Context: an optimization exercise on an open-source flow, tuned for small area, a short achievable clock period and few clock cycles. The choices shown serve that exercise and are no tape-out recipe.

== raven ==
// md5
module md5(
    input clk,
    input reset_n,
    input done,
    input [63:0] pwd,
    output [127:0] hash_pwd,
    output en
);
reg [31:0] p, b, c, d;
reg [6:0] cnt;
reg en_r;
wire job = reset_n & done;
wire [6:0] cnt_s = (cnt == 7'd68) ? cnt : cnt + 7'd1;
wire [6:0] cnt_n = job ? cnt_s : 7'd0;
reg ld, hold, zb;
reg [4:0] rf_n;    
reg [3:0] rj;      
reg [3:0] rt;      
always @(*) begin
    rf_n = 5'd0;
    if (cnt_s == 7'd1) rf_n = 5'd16;
    if (cnt_s >= 7'd2 && cnt_s <= 7'd16) rf_n = 5'd1;
    if (cnt_s >= 7'd17 && cnt_s <= 7'd32) rf_n = 5'd2;
    if (cnt_s >= 7'd33 && cnt_s <= 7'd48) rf_n = 5'd4;
    if (cnt_s >= 7'd49 && cnt_s <= 7'd64) rf_n = 5'd8;
end
always @(posedge clk) begin
    ld <= !job;
    hold <= (cnt_s == 7'd68);
    zb <= (cnt_s >= 7'd65) && (cnt_s <= 7'd67);
    rj <= 4'd0; rt <= 4'd0;
    if (job) case (cnt_s)
        7'd1: begin rj <= 4'd1; rt <= 4'd8; end
        7'd2: begin rj <= 4'd2; rt <= 4'd8; end
        7'd3: begin rj <= 4'd4; rt <= 4'd8; end
        7'd4: begin rj <= 4'd8; rt <= 4'd4; end
        7'd5: begin rj <= 4'd1; rt <= 4'd8; end
        7'd6: begin rj <= 4'd2; rt <= 4'd8; end
        7'd7: begin rj <= 4'd4; rt <= 4'd8; end
        7'd8: begin rj <= 4'd8; rt <= 4'd4; end
        7'd9: begin rj <= 4'd1; rt <= 4'd8; end
        7'd10: begin rj <= 4'd2; rt <= 4'd8; end
        7'd11: begin rj <= 4'd4; rt <= 4'd8; end
        7'd12: begin rj <= 4'd8; rt <= 4'd4; end
        7'd13: begin rj <= 4'd1; rt <= 4'd8; end
        7'd14: begin rj <= 4'd2; rt <= 4'd8; end
        7'd15: begin rj <= 4'd4; rt <= 4'd8; end
        7'd16: begin rj <= 4'd8; rt <= 4'd4; end
        7'd17: begin rj <= 4'd1; rt <= 4'd2; end
        7'd18: begin rj <= 4'd2; rt <= 4'd1; end
        7'd19: begin rj <= 4'd4; rt <= 4'd1; end
        7'd20: begin rj <= 4'd8; rt <= 4'd1; end
        7'd21: begin rj <= 4'd1; rt <= 4'd2; end
        7'd22: begin rj <= 4'd2; rt <= 4'd1; end
        7'd23: begin rj <= 4'd4; rt <= 4'd1; end
        7'd24: begin rj <= 4'd8; rt <= 4'd1; end
        7'd25: begin rj <= 4'd1; rt <= 4'd2; end
        7'd26: begin rj <= 4'd2; rt <= 4'd1; end
        7'd27: begin rj <= 4'd4; rt <= 4'd1; end
        7'd28: begin rj <= 4'd8; rt <= 4'd1; end
  ...
Settings: LEC_CHECK=0, ABC_AREA=1, CAP_MARGIN=40, CORE_MARGIN=2, CORE_UTILIZATION=40, PLACE_DENSITY=0.6, SLEW_MARGIN=30, TNS_END_PERCENT=20; clock period 16.0 ns.
standard.sh (not shown) runs the stock make flow with config.mk's settings and CLKGATE_MAP_FILE= SYNTH_SCRIPT=/design/flow/synth_recipe.tcl, a recipe that flattens the netlist after the stock synthesis.
==> flow/flow/run.sh <==
#!/bin/bash
# Own flow: the standard layout (standard.sh: unchanged synthesis, SDC and
# clock period). Two settings differ from the standard ones:
#  - OpenROAD's timing repair is asked to leave a larger setup margin (in
#    flow/margin.txt) than the standard settings allow, so that it works on the
#    paths that set the achieved period;
#  - every input and output port still gets its own buffer, but a plain
#    sky130_fd_sc_hd__buf_1 instead of the delay buffer buffer_ports picks.
# All tool output goes to standard.log in this folder.
set -o pipefail
MARGIN=$(cat flow/margin.txt)
bash standard.sh SETUP_SLACK_MARGIN=$MARGIN "BUFFER_PORTS_ARGS=-buffer_cell sky130_fd_sc_hd__buf_1" finish > standard.log 2>&1
==> flow/flow/margin.txt <==
11.5
raven went all the way through synthesis, placement and routing and the layout is clean on timing, DRC and antenna.
### raven -> tundra
==> flow/flow/margin.txt <==
12
diff --git a/flow/config.mk b/flow/config.mk
--- a/flow/config.mk
+++ b/flow/config.mk
@@ -12,3 +12,2 @@
 export PLACE_DENSITY = 0.6
 export SLEW_MARGIN = 30
-export TNS_END_PERCENT = 20
Findings:
- Every run in the comparison, raven and tundra, completed the flow with a clean layout.
- Global-route usage in tundra is 2.0 points higher than in raven
- raven → tundra: post-route standard cell area excluding fillers has increased, setup slack down 0.019 ns.
- Post-route clock period utilization essentially unchanged between raven and tundra.
Function was not checked in any run of this note: the RTL went through the layout flow alone.

## port drivers added, routing unchanged
How much do the figures lean on ideal ports? The routed layouts below were timed once more, with nothing changed but the port constraints. Step 1 assumes that a clkbuf_16 drives the clock port and a buf_2 every other input. Step 2, shift: input delay + t, output delay - t, t = (earliest + latest rising clock arrival at the registers) / 2. This alone moves slack from input paths to output paths. a / b / c = ideal / step 1 / step 2; a / b = the first two.
run | t, ns | slack for setup (ns) | worst slew at a driven data input, ns
raven | 0.626 | 11.355 / 11.293 / 11.426 | 0.09
tundra | 0.619 | 11.336 / 11.336 / 11.336 | 0.09
After both steps setup and hold are still met in every run listed.
